Source: an optimization exercise on an open RTL-to-GDS flow (aim: small area, a short achievable clock period and few clock cycles). Production flows keep margins and buffers that such runs may drop.
No run shown here included a check of the RTL's function; only the layout flow was run.
Power is estimated from default activity; no workload was simulated.

File: flow/run.sh
#!/bin/bash
# synth_recipe.tcl (not shown) runs the flow's synth.tcl, then flattens the netlist and writes it again
# the make line also repeats each setting of config.mk as NAME=value (left out here)
make -C /OpenROAD-flow-scripts/flow DESIGN_CONFIG=/design/flow/config.mk WORK_HOME=/design/flow/orfs CLKGATE_MAP_FILE= SYNTH_SCRIPT=/design/flow/synth_recipe.tcl finish
File: flow/config.mk
export PLATFORM = sky130hd
export DESIGN_NAME = JAM
export DESIGN_NICKNAME = JAM
export VERILOG_FILES = /design/flow/design.v
export SDC_FILE = /design/flow/constraint.sdc
export NUM_CORES = 4
export LEC_CHECK = 0
export CAP_MARGIN = 20
export CORE_MARGIN = 2
export CORE_UTILIZATION = 40
export SLEW_MARGIN = 20
File: flow/constraint.sdc
create_clock -name core_clock -period 10.0 [get_ports {CLK}]
set_input_delay 2.0000 -clock core_clock [delete_from_list [all_inputs] [get_ports {CLK}]]
set_output_delay 2.0000 -clock core_clock [all_outputs]
set_load 0.01 [all_outputs]
File: flow/design.v
module jam_cmb (
    input  [13:0] a,
    input  [13:0] b,
    output [13:0] y
);
    wire l0_0 = ~a[0] & b[0];
    wire e0_0 = ~(a[0] ^ b[0]);
    wire l0_1 = ~a[1] & b[1];
    wire e0_1 = ~(a[1] ^ b[1]);
    wire l0_2 = ~a[2] & b[2];
    wire e0_2 = ~(a[2] ^ b[2]);
    wire l0_3 = ~a[3] & b[3];
    wire e0_3 = ~(a[3] ^ b[3]);
    wire l0_4 = ~a[4] & b[4];
    wire e0_4 = ~(a[4] ^ b[4]);
    wire l0_5 = ~a[5] & b[5];
    wire e0_5 = ~(a[5] ^ b[5]);
    wire l0_6 = ~a[6] & b[6];
    wire e0_6 = ~(a[6] ^ b[6]);
    wire l0_7 = ~a[7] & b[7];
    wire e0_7 = ~(a[7] ^ b[7]);
    wire l0_8 = ~a[8] & b[8];
    wire e0_8 = ~(a[8] ^ b[8]);
    wire l0_9 = ~a[9] & b[9];
    wire e0_9 = ~(a[9] ^ b[9]);
    wire l1_0 = l0_1 | (e0_1 & l0_0);
    wire e1_0 = e0_1 & e0_0;
    wire l1_1 = l0_3 | (e0_3 & l0_2);
    wire e1_1 = e0_3 & e0_2;
    wire l1_2 = l0_5 | (e0_5 & l0_4);
    wire e1_2 = e0_5 & e0_4;
    wire l1_3 = l0_7 | (e0_7 & l0_6);
    wire e1_3 = e0_7 & e0_6;
    wire l1_4 = l0_9 | (e0_9 & l0_8);
    wire e1_4 = e0_9 & e0_8;
    wire l2_0 = l1_1 | (e1_1 & l1_0);
    wire e2_0 = e1_1 & e1_0;
    wire l2_1 = l1_3 | (e1_3 & l1_2);
    wire e2_1 = e1_3 & e1_2;
    wire l3_0 = l2_1 | (e2_1 & l2_0);
    wire e3_0 = e2_1 & e2_0;
    wire l4_0 = l1_4 | (e1_4 & l3_0);
    wire e4_0 = e1_4 & e3_0;
    wire lt = l4_0;
    wire eq = e4_0;
    assign y[9:0] = lt ? a[9:0] : b[9:0];
    assign y[13:10] = eq ? a[13:10] + b[13:10] : (lt ? a[13:10] : b[13:10]);
endmodule
module jam_order (
    input  [5:0] k,
    output reg [5:0] a
);
    always @(*) begin
        case (k)
            6'd0: a = 6'd0;
            6'd1: a = 6'd1;
            6'd2: a = 6'd2;
            6'd3: a = 6'd6;
            6'd4: a = 6'd7;
            6'd5: a = 6'd8;
            6'd6: a = 6'd9;
            6'd7: a = 6'd10;
            6'd8: a = 6'd14;
            6'd9: a = 6'd15;
            6'd10: a = 6'd18;
            6'd11: a = 6'd22;
            6'd12: a = 6'd23;
            6'd13: a = 6'd3;
            6'd14: a = 6'd11;
            6'd15: a = 6'd16;
            6'd16: a = 6'd17;
            6'd17: a = 6'd19;
            6'd18: a = 6'd26;
            6'd19: a = 6'd30;
            6'd20: a = 6'd31;
            6'd21: a = 6'd24;
            6'd22: a = 6'd25;
            6'd23: a = 6'd27;
            6'd24: a = 6'd34;
            6'd25: a = 6'd38;
            6'd26: a = 6'd39;
            6'd27: a = 6'd4;
            6'd28: a = 6'd12;
            6'd29: a = 6'd32;
            6'd30: a = 6'd33;
            6'd31: a = 6'd20;
            6'd32: a = 6'd35;
            6'd33: a = 6'd28;
            6'd34: a = 6'd42;
            6'd35: a = 6'd43;
            6'd36: a = 6'd46;
            6'd37: a = 6'd47;
            6'd38: a = 6'd40;
            6'd39: a = 6'd41;
            6'd40: a = 6'd36;
            6'd41: a = 6'd44;
            6'd42: a = 6'd5;
            6'd43: a = 6'd13;
            6'd44: a = 6'd21;
            6'd45: a = 6'd29;
            6'd46: a = 6'd50;
            6'd47: a = 6'd51;
            6'd48: a = 6'd52;
            6'd49: a = 6'd54;
            6'd50: a = 6'd55;
            6'd51: a = 6'd48;
            6'd52: a = 6'd49;
            6'd53: a = 6'd37;
            6'd54: a = 6'd45;
            6'd55: a = 6'd53;
            6'd56: a = 6'd58;
            6'd57: a = 6'd59;
            6'd58: a = 6'd60;
            6'd59: a = 6'd61;
            6'd60: a = 6'd62;
            6'd61: a = 6'd63;
            6'd62: a = 6'd56;
            6'd63: a = 6'd57;
            default: a = 6'd0;
        endcase
    end
endmodule
module jam_cand (
    input  [13:0] v,
    input  [6:0]  c,
    input         ok,
    output [13:0] y
);
    wire g0_0 = v[0] & c[0];
    wire p0_0 = v[0] ^ c[0];
    wire g0_1 = v[1] & c[1];
    wire p0_1 = v[1] ^ c[1];
    wire g0_2 = v[2] & c[2];
    wire p0_2 = v[2] ^ c[2];
    wire g0_3 = v[3] & c[3];
    wire p0_3 = v[3] ^ c[3];
    wire g0_4 = v[4] & c[4];
    wire p0_4 = v[4] ^ c[4];
    wire g0_5 = v[5] & c[5];
    wire p0_5 = v[5] ^ c[5];
    wire g0_6 = v[6] & c[6];
    wire p0_6 = v[6] ^ c[6];
    wire g0_7 = 1'b0;
    wire p0_7 = v[7];
    wire g0_8 = 1'b0;
    wire p0_8 = v[8];
    wire g0_9 = 1'b0;
    wire p0_9 = v[9];
    wire g1_0 = g0_0;
    wire p1_0 = p0_0;
    wire g1_1 = g0_1 | (p0_1 & g0_0);
    wire p1_1 = p0_1 & p0_0;
    wire g1_2 = g0_2 | (p0_2 & g0_1);
    wire p1_2 = p0_2 & p0_1;
    wire g1_3 = g0_3 | (p0_3 & g0_2);
    wire p1_3 = p0_3 & p0_2;
    wire g1_4 = g0_4 | (p0_4 & g0_3);
    wire p1_4 = p0_4 & p0_3;
    wire g1_5 = g0_5 | (p0_5 & g0_4);
    wire p1_5 = p0_5 & p0_4;
    wire g1_6 = g0_6 | (p0_6 & g0_5);
    wire p1_6 = p0_6 & p0_5;
    wire g1_7 = g0_7 | (p0_7 & g0_6);
    wire p1_7 = p0_7 & p0_6;
    wire g1_8 = g0_8 | (p0_8 & g0_7);
    wire p1_8 = p0_8 & p0_7;
    wire g1_9 = g0_9 | (p0_9 & g0_8);
    wire p1_9 = p0_9 & p0_8;
    wire g2_0 = g1_0;
    wire p2_0 = p1_0;
    wire g2_1 = g1_1;
    wire p2_1 = p1_1;
    wire g2_2 = g1_2 | (p1_2 & g1_0);
    wire p2_2 = p1_2 & p1_0;
    wire g2_3 = g1_3 | (p1_3 & g1_1);
    wire p2_3 = p1_3 & p1_1;
    wire g2_4 = g1_4 | (p1_4 & g1_2);
    wire p2_4 = p1_4 & p1_2;
    wire g2_5 = g1_5 | (p1_5 & g1_3);
    wire p2_5 = p1_5 & p1_3;
    wire g2_6 = g1_6 | (p1_6 & g1_4);
    wire p2_6 = p1_6 & p1_4;
    wire g2_7 = g1_7 | (p1_7 & g1_5);
    wire p2_7 = p1_7 & p1_5;
    wire g2_8 = g1_8 | (p1_8 & g1_6);
    wire p2_8 = p1_8 & p1_6;
    wire g2_9 = g1_9 | (p1_9 & g1_7);
    wire p2_9 = p1_9 & p1_7;
    wire g3_0 = g2_0;
    wire p3_0 = p2_0;
    wire g3_1 = g2_1;
    wire p3_1 = p2_1;
    wire g3_2 = g2_2;
    wire p3_2 = p2_2;
    wire g3_3 = g2_3;
    wire p3_3 = p2_3;
    wire g3_4 = g2_4 | (p2_4 & g2_0);
    wire p3_4 = p2_4 & p2_0;
    wire g3_5 = g2_5 | (p2_5 & g2_1);
    wire p3_5 = p2_5 & p2_1;
    wire g3_6 = g2_6 | (p2_6 & g2_2);
    wire p3_6 = p2_6 & p2_2;
    wire g3_7 = g2_7 | (p2_7 & g2_3);
    wire p3_7 = p2_7 & p2_3;
    wire g3_8 = g2_8 | (p2_8 & g2_4);
    wire p3_8 = p2_8 & p2_4;
    wire g3_9 = g2_9 | (p2_9 & g2_5);
    wire p3_9 = p2_9 & p2_5;
    wire g4_0 = g3_0;
    wire p4_0 = p3_0;
    wire g4_1 = g3_1;
    wire p4_1 = p3_1;
    wire g4_2 = g3_2;
    wire p4_2 = p3_2;
    wire g4_3 = g3_3;
    wire p4_3 = p3_3;
    wire g4_4 = g3_4;
    wire p4_4 = p3_4;
    wire g4_5 = g3_5;
    wire p4_5 = p3_5;
    wire g4_6 = g3_6;
    wire p4_6 = p3_6;
    wire g4_7 = g3_7;
    wire p4_7 = p3_7;
    wire g4_8 = g3_8 | (p3_8 & g3_0);
    wire p4_8 = p3_8 & p3_0;
    wire g4_9 = g3_9 | (p3_9 & g3_1);
    wire p4_9 = p3_9 & p3_1;
    wire [9:0] s;
    assign s[0] = p0_0;
    assign s[1] = p0_1 ^ g4_0;
    assign s[2] = p0_2 ^ g4_1;
    assign s[3] = p0_3 ^ g4_2;
    assign s[4] = p0_4 ^ g4_3;
    assign s[5] = p0_5 ^ g4_4;
    assign s[6] = p0_6 ^ g4_5;
    assign s[7] = p0_7 ^ g4_6;
    assign s[8] = p0_8 ^ g4_7;
    assign s[9] = p0_9 ^ g4_8;
    assign y[9:0] = s | {10{~ok}};
    assign y[13:10] = v[13:10] & {4{ok}};
endmodule
module JAM (
    input CLK,
    input RST,
    output [2:0] W,
    output [2:0] J,
    input [6:0] Cost,
    output reg [3:0] MatchCount,
    output reg [9:0] MinCost,
    output reg Valid
);
    reg [5:0] rk;
    reg [5:0] wj;
    wire [5:0] rk_inc = (rk == 6'd63) ? 6'd63 : rk + 6'd1;
    wire [5:0] nxt_addr;
    jam_order u_ord (.k(rk_inc), .a(nxt_addr));
    assign W = wj[5:3];
    assign J = wj[2:0];
    reg [5:0] a1, a2;
    reg [6:0] cin;
    always @(posedge CLK) begin
        if (RST) rk <= 6'd0; else rk <= rk_inc;
        wj <= RST ? 6'd0 : nxt_addr;
        a1 <= wj;
        a2 <= a1;
        cin <= Cost;
    end
    reg [6:0] tab [0:63];
    integer ti;
    always @(posedge CLK) begin
        for (ti = 0; ti < 64; ti = ti + 1) if (a2 == ti) tab[ti] <= cin;
    end
    reg [7:0] g0_um2, g0_um1, g0_u0, g0_u1, g0_u2, g0_u3;
    reg [2:0] g0_rm1, g0_r0, g0_r1, g0_r2;
    wire [2:0] g0_pc = {2'd0, g0_um2[0]} + {2'd0, g0_um2[1]} + {2'd0, g0_um2[2]} + {2'd0, g0_um2[3]} + {2'd0, g0_um2[4]} + {2'd0, g0_um2[5]} + 3'd7;
    always @(posedge CLK) begin
        if (RST) g0_um2 <= 8'd240; else g0_um2 <= g0_um2 + 8'd1;
        g0_um1 <= g0_um2; g0_u0 <= g0_um1; g0_u1 <= g0_u0; g0_u2 <= g0_u1; g0_u3 <= g0_u2;
        g0_rm1 <= g0_pc; g0_r0 <= g0_rm1; g0_r1 <= g0_r0; g0_r2 <= g0_r1;
    end
    reg [6:0] g0_c0;
    always @(posedge CLK) g0_c0 <= tab[{g0_r1, 3'd0}];
    reg [6:0] g0_c1;
    always @(posedge CLK) g0_c1 <= tab[{g0_r1, 3'd1}];
    reg [6:0] g0_c2;
    always @(posedge CLK) g0_c2 <= tab[{g0_rm1, 3'd2}];
    reg [6:0] g0_c3;
    always @(posedge CLK) g0_c3 <= tab[{g0_rm1, 3'd3}];
    reg [6:0] g0_c4;
    always @(posedge CLK) g0_c4 <= tab[{g0_rm1, 3'd4}];
    reg [6:0] g0_c5;
    always @(posedge CLK) g0_c5 <= tab[{g0_rm1, 3'd5}];
    reg [7:0] g1_um2, g1_um1, g1_u0, g1_u1, g1_u2, g1_u3;
    reg [2:0] g1_rm1, g1_r0, g1_r1, g1_r2;
    wire [2:0] g1_pc = {2'd0, g1_um2[0]} + {2'd0, g1_um2[1]} + {2'd0, g1_um2[2]} + {2'd0, g1_um2[3]} + {2'd0, g1_um2[4]} + {2'd0, g1_um2[5]} + 3'd0;
    always @(posedge CLK) begin
        if (RST) g1_um2 <= 8'd236; else g1_um2 <= g1_um2 + 8'd1;
        g1_um1 <= g1_um2; g1_u0 <= g1_um1; g1_u1 <= g1_u0; g1_u2 <= g1_u1; g1_u3 <= g1_u2;
        g1_rm1 <= g1_pc; g1_r0 <= g1_rm1; g1_r1 <= g1_r0; g1_r2 <= g1_r1;
    end
    reg [6:0] g1_c0;
    always @(posedge CLK) g1_c0 <= tab[{g1_r1, 3'd0}];
    reg [6:0] g1_c1;
    always @(posedge CLK) g1_c1 <= tab[{g1_r1, 3'd1}];
    reg [6:0] g1_c2;
    always @(posedge CLK) g1_c2 <= tab[{g1_rm1, 3'd2}];
    reg [6:0] g1_c3;
    always @(posedge CLK) g1_c3 <= tab[{g1_rm1, 3'd3}];
    reg [6:0] g1_c4;
    always @(posedge CLK) g1_c4 <= tab[{g1_rm1, 3'd4}];
    reg [6:0] g1_c5;
    always @(posedge CLK) g1_c5 <= tab[{g1_rm1, 3'd5}];
    reg [6:0] g1_c6;
    always @(posedge CLK) g1_c6 <= tab[{g1_rm1, 3'd6}];
    reg [6:0] g1_c7;
    always @(posedge CLK) g1_c7 <= tab[{g1_rm1, 3'd7}];
    reg [7:0] g2_um2, g2_um1, g2_u0, g2_u1, g2_u2, g2_u3;
    reg [2:0] g2_rm1, g2_r0, g2_r1, g2_r2;
    wire [2:0] g2_pc = {2'd0, g2_um2[0]} + {2'd0, g2_um2[1]} + {2'd0, g2_um2[2]} + {2'd0, g2_um2[3]} + {2'd0, g2_um2[4]} + {2'd0, g2_um2[5]} + 3'd1;
    always @(posedge CLK) begin
        if (RST) g2_um2 <= 8'd232; else g2_um2 <= g2_um2 + 8'd1;
        g2_um1 <= g2_um2; g2_u0 <= g2_um1; g2_u1 <= g2_u0; g2_u2 <= g2_u1; g2_u3 <= g2_u2;
        g2_rm1 <= g2_pc; g2_r0 <= g2_rm1; g2_r1 <= g2_r0; g2_r2 <= g2_r1;
    end
    reg [6:0] g2_c0;
    always @(posedge CLK) g2_c0 <= tab[{g2_r1, 3'd0}];
    reg [6:0] g2_c1;
    always @(posedge CLK) g2_c1 <= tab[{g2_r1, 3'd1}];
    reg [6:0] g2_c2;
    always @(posedge CLK) g2_c2 <= tab[{g2_rm1, 3'd2}];
    reg [6:0] g2_c3;
    always @(posedge CLK) g2_c3 <= tab[{g2_rm1, 3'd3}];
    reg [6:0] g2_c4;
    always @(posedge CLK) g2_c4 <= tab[{g2_rm1, 3'd4}];
    reg [6:0] g2_c5;
    always @(posedge CLK) g2_c5 <= tab[{g2_rm1, 3'd5}];
    reg [6:0] g2_c6;
    always @(posedge CLK) g2_c6 <= tab[{g2_rm1, 3'd6}];
    reg [6:0] g2_c7;
    always @(posedge CLK) g2_c7 <= tab[{g2_rm1, 3'd7}];
    reg [13:0] q0 [0:28];
    wire [13:0] l0_x0;
    jam_cand l0_cx0 (.v(q0[0]), .c(g0_c2), .ok(g0_u0[2]), .y(l0_x0));
    wire [13:0] l0_x1;
    jam_cand l0_cx1 (.v(q0[4]), .c(g0_c3), .ok(g0_u0[3]), .y(l0_x1));
    wire [13:0] l0_x2;
    jam_cand l0_cx2 (.v(q0[12]), .c(g0_c4), .ok(g0_u0[4]), .y(l0_x2));
    wire [13:0] l0_x3;
    jam_cand l0_cx3 (.v(q0[28]), .c(g0_c5), .ok(g0_u0[5]), .y(l0_x3));
    wire [13:0] l0_y0;
    jam_cmb l0_cy0 (.a(l0_x0), .b(l0_x1), .y(l0_y0));
    wire [13:0] l0_y1;
    jam_cmb l0_cy1 (.a(l0_x2), .b(l0_x3), .y(l0_y1));
    reg [13:0] l0_p0 [0:1];
    always @(posedge CLK) begin
        l0_p0[0] <= l0_y0;
        l0_p0[1] <= l0_y1;
    end
    reg [13:0] l0_a1, l0_b1;
    wire [13:0] l0_z1;
    jam_cmb l0_cz1 (.a(l0_p0[0]), .b(l0_p0[1]), .y(l0_z1));
    always @(posedge CLK) l0_a1 <= l0_z1;
    reg [13:0] l0_pr, l0_t2, l0_t1;
    wire [13:0] l0_t2s, l0_prv, l0_t1s;
    jam_cand l0_ct2 (.v(q0[0]), .c(g0_c1), .ok(g0_u2[1]), .y(l0_t2s));
    jam_cmb l0_cpv (.a(l0_pr), .b(l0_t2), .y(l0_prv));
    jam_cand l0_ct1 (.v(l0_prv), .c(g0_c0), .ok(g0_u2[0]), .y(l0_t1s));
    always @(posedge CLK) begin
        l0_pr <= ((g0_u2 == 8'd0) ? 14'h0400 : l0_a1);
        l0_t2 <= l0_t2s;
        l0_t1 <= l0_t1s;
    end
    wire [13:0] l0_m3, l0_r;
    jam_cmb l0_cm3 (.a(l0_t1), .b(l0_t2), .y(l0_m3));
    jam_cmb l0_cr3 (.a(l0_m3), .b(l0_pr), .y(l0_r));
    integer qi0;
    always @(posedge CLK) begin
        q0[0] <= l0_r;
        for (qi0 = 1; qi0 < 29; qi0 = qi0 + 1) q0[qi0] <= q0[qi0-1];
    end
    reg [13:0] q1 [0:28];
    wire [13:0] l1_x0;
    jam_cand l1_cx0 (.v(q1[0]), .c(g1_c2), .ok(g1_u0[2]), .y(l1_x0));
    wire [13:0] l1_x1;
    jam_cand l1_cx1 (.v(q1[4]), .c(g1_c3), .ok(g1_u0[3]), .y(l1_x1));
    wire [13:0] l1_x2;
    jam_cand l1_cx2 (.v(q1[12]), .c(g1_c4), .ok(g1_u0[4]), .y(l1_x2));
    wire [13:0] l1_x3;
    jam_cand l1_cx3 (.v(q1[28]), .c(g1_c5), .ok(g1_u0[5]), .y(l1_x3));
    wire [13:0] l1_x4;
    jam_cand l1_cx4 (.v(q0[0]), .c(g1_c6), .ok(1'b1), .y(l1_x4));
    wire [13:0] l1_y0;
    jam_cmb l1_cy0 (.a(l1_x0), .b(l1_x1), .y(l1_y0));
    wire [13:0] l1_y1;
    jam_cmb l1_cy1 (.a(l1_x2), .b(l1_x3), .y(l1_y1));
    reg [13:0] l1_p0 [0:2];
    always @(posedge CLK) begin
        l1_p0[0] <= l1_y0;
        l1_p0[1] <= l1_y1;
        l1_p0[2] <= l1_x4;
    end
    reg [13:0] l1_a1, l1_b1;
    wire [13:0] l1_z1;
    jam_cmb l1_cz1 (.a(l1_p0[0]), .b(l1_p0[1]), .y(l1_z1));
    always @(posedge CLK) l1_a1 <= l1_z1;
    reg [13:0] l1_pr, l1_t2, l1_t1;
    always @(posedge CLK) l1_b1 <= l1_p0[2];
    wire [13:0] l1_z2;
    jam_cmb l1_cz2 (.a(l1_a1), .b(l1_b1), .y(l1_z2));
    wire [13:0] l1_t2s, l1_prv, l1_t1s;
    jam_cand l1_ct2 (.v(q1[0]), .c(g1_c1), .ok(g1_u2[1]), .y(l1_t2s));
    jam_cmb l1_cpv (.a(l1_pr), .b(l1_t2), .y(l1_prv));
    jam_cand l1_ct1 (.v(l1_prv), .c(g1_c0), .ok(g1_u2[0]), .y(l1_t1s));
    always @(posedge CLK) begin
        l1_pr <= l1_z2;
        l1_t2 <= l1_t2s;
        l1_t1 <= l1_t1s;
    end
    wire [13:0] l1_m3, l1_r;
    jam_cmb l1_cm3 (.a(l1_t1), .b(l1_t2), .y(l1_m3));
    jam_cmb l1_cr3 (.a(l1_m3), .b(l1_pr), .y(l1_r));
    integer qi1;
    always @(posedge CLK) begin
        q1[0] <= l1_r;
        for (qi1 = 1; qi1 < 29; qi1 = qi1 + 1) q1[qi1] <= q1[qi1-1];
    end
    reg [13:0] q2 [0:28];
    wire [13:0] l2_x0;
    jam_cand l2_cx0 (.v(q2[0]), .c(g1_c2), .ok(g1_u0[2]), .y(l2_x0));
    wire [13:0] l2_x1;
    jam_cand l2_cx1 (.v(q2[4]), .c(g1_c3), .ok(g1_u0[3]), .y(l2_x1));
    wire [13:0] l2_x2;
    jam_cand l2_cx2 (.v(q2[12]), .c(g1_c4), .ok(g1_u0[4]), .y(l2_x2));
    wire [13:0] l2_x3;
    jam_cand l2_cx3 (.v(q2[28]), .c(g1_c5), .ok(g1_u0[5]), .y(l2_x3));
    wire [13:0] l2_x4;
    jam_cand l2_cx4 (.v(q0[0]), .c(g1_c7), .ok(1'b1), .y(l2_x4));
    wire [13:0] l2_y0;
    jam_cmb l2_cy0 (.a(l2_x0), .b(l2_x1), .y(l2_y0));
    wire [13:0] l2_y1;
    jam_cmb l2_cy1 (.a(l2_x2), .b(l2_x3), .y(l2_y1));
    reg [13:0] l2_p0 [0:2];
    always @(posedge CLK) begin
        l2_p0[0] <= l2_y0;
        l2_p0[1] <= l2_y1;
        l2_p0[2] <= l2_x4;
    end
    reg [13:0] l2_a1, l2_b1;
    wire [13:0] l2_z1;
    jam_cmb l2_cz1 (.a(l2_p0[0]), .b(l2_p0[1]), .y(l2_z1));
    always @(posedge CLK) l2_a1 <= l2_z1;
    reg [13:0] l2_pr, l2_t2, l2_t1;
    always @(posedge CLK) l2_b1 <= l2_p0[2];
    wire [13:0] l2_z2;
    jam_cmb l2_cz2 (.a(l2_a1), .b(l2_b1), .y(l2_z2));
    wire [13:0] l2_t2s, l2_prv, l2_t1s;
    jam_cand l2_ct2 (.v(q2[0]), .c(g1_c1), .ok(g1_u2[1]), .y(l2_t2s));
    jam_cmb l2_cpv (.a(l2_pr), .b(l2_t2), .y(l2_prv));
    jam_cand l2_ct1 (.v(l2_prv), .c(g1_c0), .ok(g1_u2[0]), .y(l2_t1s));
    always @(posedge CLK) begin
        l2_pr <= l2_z2;
        l2_t2 <= l2_t2s;
        l2_t1 <= l2_t1s;
    end
    wire [13:0] l2_m3, l2_r;
    jam_cmb l2_cm3 (.a(l2_t1), .b(l2_t2), .y(l2_m3));
    jam_cmb l2_cr3 (.a(l2_m3), .b(l2_pr), .y(l2_r));
    integer qi2;
    always @(posedge CLK) begin
        q2[0] <= l2_r;
        for (qi2 = 1; qi2 < 29; qi2 = qi2 + 1) q2[qi2] <= q2[qi2-1];
    end
    reg [13:0] q3 [0:28];
    wire [13:0] l3_x0;
    jam_cand l3_cx0 (.v(q3[0]), .c(g2_c2), .ok(g2_u0[2]), .y(l3_x0));
    wire [13:0] l3_x1;
    jam_cand l3_cx1 (.v(q3[4]), .c(g2_c3), .ok(g2_u0[3]), .y(l3_x1));
    wire [13:0] l3_x2;
    jam_cand l3_cx2 (.v(q3[12]), .c(g2_c4), .ok(g2_u0[4]), .y(l3_x2));
    wire [13:0] l3_x3;
    jam_cand l3_cx3 (.v(q3[28]), .c(g2_c5), .ok(g2_u0[5]), .y(l3_x3));
    wire [13:0] l3_x4;
    jam_cand l3_cx4 (.v(q2[0]), .c(g2_c6), .ok(1'b1), .y(l3_x4));
    wire [13:0] l3_x5;
    jam_cand l3_cx5 (.v(q1[0]), .c(g2_c7), .ok(1'b1), .y(l3_x5));
    wire [13:0] l3_y0;
    jam_cmb l3_cy0 (.a(l3_x0), .b(l3_x1), .y(l3_y0));
    wire [13:0] l3_y1;
    jam_cmb l3_cy1 (.a(l3_x2), .b(l3_x3), .y(l3_y1));
    wire [13:0] l3_y2;
    jam_cmb l3_cy2 (.a(l3_x4), .b(l3_x5), .y(l3_y2));
    reg [13:0] l3_p0 [0:2];
    always @(posedge CLK) begin
        l3_p0[0] <= l3_y0;
        l3_p0[1] <= l3_y1;
        l3_p0[2] <= l3_y2;
    end
    reg [13:0] l3_a1, l3_b1;
    wire [13:0] l3_z1;
    jam_cmb l3_cz1 (.a(l3_p0[0]), .b(l3_p0[1]), .y(l3_z1));
    always @(posedge CLK) l3_a1 <= l3_z1;
    reg [13:0] l3_pr, l3_t2, l3_t1;
    always @(posedge CLK) l3_b1 <= l3_p0[2];
    wire [13:0] l3_z2;
    jam_cmb l3_cz2 (.a(l3_a1), .b(l3_b1), .y(l3_z2));
    wire [13:0] l3_t2s, l3_prv, l3_t1s;
    jam_cand l3_ct2 (.v(q3[0]), .c(g2_c1), .ok(g2_u2[1]), .y(l3_t2s));
    jam_cmb l3_cpv (.a(l3_pr), .b(l3_t2), .y(l3_prv));
    jam_cand l3_ct1 (.v(l3_prv), .c(g2_c0), .ok(g2_u2[0]), .y(l3_t1s));
    always @(posedge CLK) begin
        l3_pr <= l3_z2;
        l3_t2 <= l3_t2s;
        l3_t1 <= l3_t1s;
    end
    wire [13:0] l3_m3, l3_r;
    jam_cmb l3_cm3 (.a(l3_t1), .b(l3_t2), .y(l3_m3));
    jam_cmb l3_cr3 (.a(l3_m3), .b(l3_pr), .y(l3_r));
    integer qi3;
    always @(posedge CLK) begin
        q3[0] <= l3_r;
        for (qi3 = 1; qi3 < 29; qi3 = qi3 + 1) q3[qi3] <= q3[qi3-1];
    end
    always @(posedge CLK) begin
        if (RST) Valid <= 1'b0;
        else if (g2_u3 == 8'd63) begin
            Valid <= 1'b1;
            MinCost <= l3_r[9:0];
            MatchCount <= l3_r[13:10];
        end
    end
endmodule
==> impl_metrics.yaml, run 1 <==
route:
  route.antenna.remaining_nets: 0
  drt_drc_violations_left: 0
  routed_wirelength_mm: 253
  vias_per_cell: 5.19
  total_iterations_of_the_first_detailed_routing_run: 7
  routed_wire_length_per_instance_um: 21.3
  drt_iter0_markers: 5257
  route.vias.total: 61822
timing:
  fin_crit_period_ps: 4520
  final_max_slew_viol_count: 0
  timing.fmax_ghz: 0.221
  rsz0062_at_grt: "false"
  final_hold_viol_count: 0
  whs_ps: 287
  setup_violations: 0
  final.setup_skew_ps: 67.2
  finalSetupTns_ps: 0
  tightestPinTransition_ps: 1230
  post-route-period-util_pct: 45.2
  maxSlewHeadroom_pct: 17.8
synthesis:
  synthDominantCellAreaShare_pct: 47.8
  share_of_the_yosys_chip_area_belonging_to_registers_pct: 61.9
  synthDistinctLibCells: 76
  synth.largest_area_cell: "dfxtp_1"
  synth_cells: 8314
  post_synth_main_area_contributors: "dfxtp_1 (48%), edfxtp_1 (14%), ha_1 (7.4%)"
  proportion_of_register_bits_with_asynchronous_set_or_reset_after_synthesis_pct: 0
  yosys_register_bits: 2813
  syn-cell-area_um2: 98400
  synthFlopType: "dfxtp_1"
  edff_count_synth: 462
  ys_warn_count: 20
  post_synth.cell_area_avg_um2: 11.8
  syn_nets: 8967
clock_network:
  tritoncts: "built"
  clk_pin_slew_ps: 60
  clock_tree.root_cell: "clkbuf_16"
  cts-htree-levels: 5
  ctsResizeCount: 0
  cts_inserted_buffers: 301
  postCtsSetupBuffers: 0
  insertion_delay_ps: 940
  max-clock-path-buffers: 4
  count_of_clock_tree_sinks: 2813
  ctsHoldBuffers: 0
floorplan:
  die_area_um2: 250000
  placement_rows: 182
  core-area_um2: 245000
  starting_density_of_the_core_pct: 40.1
  die_height_um: 500
  io-pin-count: 30
  die_width_um: 500
cells_and_area:
  mostFrequentLayoutCells: "dfxtp_1 (2331), nor2_1 (623), nand2_1 (599), ha_1 (579), a21oi_1 (477)"
  layout.cells.most_common: "dfxtp_1"
  drive_gt1_share_pct: 8.88
  num-nets-final: 9114
  filler_cell_count: 21905
  post_synthesis_to_final_layout_area_growth_pct: 14.2
  seq_area_um2: 61000
  footprint_of_the_multi_input_gates_um2: 34800
flow_run:
  drv_cap: 0
grt:
  grt_max_degree: 65
  grt_pass1_vias: 60573
  grt_overflow_total: 0
  global_route_wire_length_before_repair_mm: 377
  grt_use_total_pct: 19.9
  grt_antenna_before_repair: 33
pwr:
  power_leakage_nw: 47.4
  max-vdd-ir-drop_mv: 0.269
  power-per-cell-area_nw_per_um2: 393
  design_power_total_mw: 44.1
critical_path:
  timing.reg2reg.setup_slack_ps: 5480
  worstPathMaxFanout: 17
  critPathKind: "flop to flop"
  r2r_start: "l3_t1[5]$_DFF_P_"
  critical_path.startpoint_type: "flop"
  critical_path_required_time_ps: 10690
  critical_path.endpoint_type: "flop"
  timing.critical_path.arrival_ps: 5200
  timing.reg2reg.worst_path_depth: 15
  timing.rr.end: "MatchCount[3]$_DFFE_PP_"
place:
  hpwlAfterDp_mm: 177
  io_buffers: 29
  place_congestion: 0.932
status:
  status: "no timing/DRC/antenna violations"
worst_hold_path:
  hold_path_end: "q1[4][6]$_DFF_P_"
  min_delay_path_depth: 0
  holdCritStartpoint: "q1[3][6]$_DFF_P_"
  hp-class: "flop to flop"
-- layer usage --
layer	share of wire (%)	track usage, %	vias up
li1	-	-	29299
met1	43	26.3	29654
met2	44	31.2	2225
met3	7.0	3.60	632
met4	5.3	10.0	12
met5	0.038	0	-
-- critical path, stage by stage (launching register included) --
cell and delay (ps):
dfxtp_1 330, inv_1 50, ha_1 280, a211o_1 260, o211ai_1 140, o21ai_0 190, or2_2 510, mux2i_1 280
ha_1 280, a21o_1 190, a21o_1 170, a21oi_1 210, o21ai_0 130, nand2_1 720, nor3b_1 130, nor4_1 410
-- worst max-delay path by stage --
stage / end / from / depth (start not counted)
floorplan: l0_t1[8]$_DFF_P_ / l0_pr[5]$_SDFF_PN0_ / 20
CTS: MatchCount[3]$_DFFE_PP_ / l3_t1[5]$_DFF_P_ / 15
global placement: MatchCount[3]$_DFFE_PP_ / l3_t1[5]$_DFF_P_ / 15
global route: MatchCount[3]$_DFFE_PP_ / l3_t1[5]$_DFF_P_ / 15
detailed placement: MatchCount[3]$_DFFE_PP_ / l3_t1[5]$_DFF_P_ / 15
finish: MatchCount[3]$_DFFE_PP_ / l3_t1[5]$_DFF_P_ / 15
-- logic make-up after synthesis --
group,count (synthesis),share of synthesized area [%]
DFF,2813,61.9
and+or+nand+nor,1851,8.54
AOI/OAI and AO/OA,1639,10.6
buffers and inverters,737,2.84
adders and majority gates,644,8.68
muxes,414,5.49
xor gates and xnor gates,216,1.92
-- cell usage after synthesis, drive strengths merged, types with 45 or more instances --
cell    instances
xnor2         129
dfxtp        2351
a211oi         54
nor2          630
xor2           87
and2          121
o21ai         395
clkbuf        225
a21oi         477
fa             65
nor2b          65
edfxtp        462
nand3          82
a221oi         84
nor3           78
nand4          60
a22o           46
buf            45
mux4           94
nand2         602
ha            579
nand2b         96
mux2           55
a21o          167
mux2i         265
inv           463
o21a           72
o22ai          70
-- flip-flops by register name, summed over array words and instances (netlist names), 28 cells and up --
name   count
q2       406
l1_p0     38
l2_p0     39
tab      448
q1       406
l3_p0     42
q3       406
q0       404
l0_p0     28
-- layout make-up --
type | instances | share of cell area [%]
clock buffer | 401 | 7.61
clock inverter | 116 | 1.15
timing repair buffer | 114 | 0.827
multi-input combinational | 4764 | 30.9
tap | 3220 | 3.59
antenna | 16 | 0.0356
sequential | 2813 | 54.3
inverter | 467 | 1.56
-- through the flow --
stage | setup slack [ps] | instance area (µm²) | instances | util [%]
after CTS | 5550 | 112000 | 11895 | 45.8
final | 5480 | 112000 | 11911 | 45.8
after global placement | 5680 | 102000 | 11378 | 41.8
after detailed placement | 5630 | 102000 | 11378 | 41.8
after global routing | 5110 | 112000 | 11902 | 45.8
after floorplan | 5990 | 98400 | 8314 | -
-- power breakdown --
group | total, mW | internal (mW) | switching [mW]
clock | 10.9 | 6.54 | 4.41
combinational | 15.9 | 6.22 | 9.71
sequential | 17.2 | 15.2 | 1.97
total | 44.1 | 28.0 | 16.1
==> inputs of run 2 (changes only) <==
==> flow/flow/run.sh (new file) <==
#!/bin/bash
# Standard layout, but the port buffers use a normal buffer cell (buf_4) instead of
# the default pick, so the output ports are driven with a normal buffer.
set -euo pipefail
export BUFFER_PORTS_ARGS="-buffer_cell sky130_fd_sc_hd__buf_4"
bash standard.sh finish > standard_flow.log 2>&1
==> flow/standard.sh (new file) <==
#!/bin/bash
# synth_recipe.tcl (not shown) runs the flow's synth.tcl, then flattens the netlist and writes it again
# the make line also repeats each setting of config.mk as NAME=value (left out here)
make -C /OpenROAD-flow-scripts/flow DESIGN_CONFIG=/design/flow/config.mk WORK_HOME=/design/flow/orfs CLKGATE_MAP_FILE= SYNTH_SCRIPT=/design/flow/synth_recipe.tcl "${@:-finish}"
removed: flow/run.sh
==> impl_metrics.yaml, run 2 <==
timing:
  rsz0062_at_grt: "false"
  post-route-period-util_pct: 45.6
  setup_violations: 0
  final.setup_skew_ps: 99.3
  maxSlewHeadroom_pct: 22.2
  fin_crit_period_ps: 4560
  setup_slack_ps: 5440
  timing.fmax_ghz: 0.219
  finalSetupTns_ps: 0
  final_hold_viol_count: 0
  whs_ps: 271
  final_max_slew_viol_count: 0
  tightestPinTransition_ps: 1160
cells_and_area:
  num-nets-final: 9118
  finalCoreUtilization_pct: 45.8
  drive_gt1_share_pct: 9.46
  layout.cells.most_common: "dfxtp_1"
  largest_register: "tab"
  final_cell_count_no_fill: 11921
  post_synthesis_to_final_layout_area_growth_pct: 14.3
  final_design_area_no_fill_um2: 112000
  mostFrequentLayoutCells: "dfxtp_1 (2330), nor2_1 (621), nand2_1 (600), ha_1 (579), a21oi_1 (477)"
  largest_register_ff_count: 448
synthesis:
  synthFlopType: "dfxtp_1"
  proportion_of_register_bits_with_asynchronous_set_or_reset_after_synthesis_pct: 0
  yosysMostFrequentCell: "dfxtp_1"
  synth_top_cells_by_count: "dfxtp_1 (2351), nor2_1 (627), nand2_1 (602)"
  synth.largest_area_cell: "dfxtp_1"
  synthDistinctLibCells: 76
  synth_cells: 8314
  synthDominantCellAreaShare_pct: 47.8
  edff_count_synth: 462
  ys_warn_count: 20
  syn_nets: 8967
  post_synth_main_area_contributors: "dfxtp_1 (48%), edfxtp_1 (14%), ha_1 (7.4%)"
  syn-cell-area_um2: 98400
  post_synth.cell_area_avg_um2: 11.8
  share_of_the_yosys_chip_area_belonging_to_registers_pct: 61.9
  yosys_register_bits: 2813
place:
  io_buffers: 29
  hpwlAfterDp_mm: 177
  place_ws_ps: 5550
  placed_cells: 11381
  placed_cell_area_um2: 102000
  place_congestion: 0.928
floorplan:
  io-pin-count: 30
  die_height_um: 500
  starting_density_of_the_core_pct: 40.1
  placement_rows: 182
  die_width_um: 500
  die_area_um2: 250000
  core-area_um2: 245000
clock_network:
  postCtsSetupBuffers: 0
  max-clock-path-buffers: 4
  cts-htree-levels: 5
  ctsHoldBuffers: 0
  clk_pin_slew_ps: 60
  insertion_delay_ps: 950
  ctsResizeCount: 0
  clock_tree.root_cell: "clkbuf_16"
  tritoncts: "built"
  cts_inserted_buffers: 302
  count_of_clock_tree_sinks: 2813
grt:
  global_route_wire_length_before_repair_mm: 376
  grt_use_total_pct: 19.8
  grt_max_degree: 65
  grt_overflow_total: 0
  grt_antenna_before_repair: 28
  grt_pass1_vias: 61044
critical_path:
  critical_path.startpoint_type: "flop"
  worstPathMaxFanout: 17
  timing.reg2reg.setup_slack_ps: 5440
  timing.rr.end: "MatchCount[3]$_DFFE_PP_"
  timing.critical_path.from: "l3_t2[5]$_DFF_P_"
  critical_path_required_time_ps: 10710
  critPathKind: "flop to flop"
  timing.critical_path.arrival_ps: 5260
  r2r_start: "l3_t2[5]$_DFF_P_"
  timing.reg2reg.worst_path_depth: 14
  endpoint: "MatchCount[3]$_DFFE_PP_"
  critical_path.endpoint_type: "flop"
flow_run:
  drv_cap: 0
route:
  routed_wirelength_mm: 253
  drt_iter0_markers: 4899
  route.vias.total: 61476
  route.antenna.remaining_nets: 0
  routed_wire_length_per_instance_um: 21.2
  vias_per_cell: 5.16
  total_iterations_of_the_first_detailed_routing_run: 5
  drt_drc_violations_left: 0
status:
  status: "no timing/DRC/antenna violations"
pwr:
  power-per-cell-area_nw_per_um2: 393
  max-vdd-ir-drop_mv: 0.258
  power_leakage_nw: 47.5
  design_power_total_mw: 44.2
worst_hold_path:
  min_delay_path_depth: 0
  hp-class: "flop to flop"
-- run 2: cell counts after synthesis --
Identical to the previous run, type by type.
-- run 2: worst max-delay path: stages, from the launching register on --
cell	delay, ps
dfxtp_1	340
ha_1	320
a211o_1	270
o211ai_1	130
o21ai_0	190
or2_2	510
mux2i_1	290
ha_1	290
a21o_1	190
a21o_1	170
a21oi_1	220
o21ai_0	140
nand2_1	720
nor3b_1	120
nor4_1	410
-- run 2: final cells by class --
cell class              instances  area, µm²
repair buffers                117        886
inverters                     467       1750
well taps                    3220       4030
clock inverters               129       1380
flip-flops and latches       2813      61000
diodes                         16       40.0
fillers                     21883     133000
clock buffers                 395       8620
multi-input cells            4764      34800
-- run 2: power by group --
group | leakage, nW | internal [mW] | total (mW) | switching [mW]
Clock | 4.90 | 6.63 | 11.1 | 4.44
Sequential | 23.7 | 15.2 | 17.2 | 1.95
Combinational | 18.9 | 6.23 | 15.9 | 9.68
-- run 2: routing by layer --
metal | GRT usage [%] | share of wire (%) | vias to the layer above
li1 | - | - | 29328
met1 | 25.9 | 43 | 29377
met2 | 31.2 | 45 | 2140
met4 | 10.5 | 5.3 | 10
met3 | 3.78 | 6.7 | 621
met5 | 0 | 0.026 | -
-- run 2: cells by family (layout without fill, tap and decap cells) --
family	Yosys count	after routing	synth area share, %
other	0	16	0
multiplexers	414	414	5.49
XOR/XNOR	216	216	1.92
flip-flops	2813	2813	61.9
adder cells (fa/ha/maj)	644	644	8.68
AO/OA/AOI/OAI	1639	1639	10.6
buffers and inverters	737	1108	2.84
AND/OR/NAND/NOR	1851	1851	8.54
-- run 2: how the worst min path moves through the flow --
stage / end / startpoint
6_report: q1[19][5]$_DFF_P_ / q1[18][5]$_DFF_P_
4_1_cts: q3[11][3]$_DFF_P_ / q3[10][3]$_DFF_P_
2_1_floorplan: a2[0]$_DFF_P_ / a1[0]$_DFF_P_
3_5_place_dp: g1_u2[0]$_DFF_P_ / g1_u1[0]$_DFF_P_
3_3_place_gp: q0[19][5]$_DFF_P_ / q0[18][5]$_DFF_P_
5_1_grt: q1[19][4]$_DFF_P_ / q1[18][4]$_DFF_P_

## separate check: timing with driven ports
No port has a modelled driver above. Below, the same layouts with a new extraction and two added sets of constraints.
Step 1 assumes that a clkbuf_16 drives the clock port and a buf_2 every other input.
Step 2 times the ports against the registers' clock, not the clock port: input delays grow and output delays shrink by t, the midpoint of the rising clock arrivals with the driver on.
Slacks: no drivers / after step 1 / after step 2; pairs: no drivers / after step 1.
| run | t, ns | setup slack, ns | latest minus earliest clock arrival (ns) | worst register clock-pin slew, ns | worst data-port slew with drivers (ns) |
|---|---|---|---|---|---|
| run 1 | 1.006 | 5.485 / 5.485 / 5.485 | 0.074 / 0.074 | 0.07 / 0.07 | 0.04 |
| run 2 | 1.002 | 5.444 / 5.444 / 5.444 | 0.102 / 0.103 | 0.07 / 0.07 | 0.05 |
After both steps every run listed still meets setup and hold.
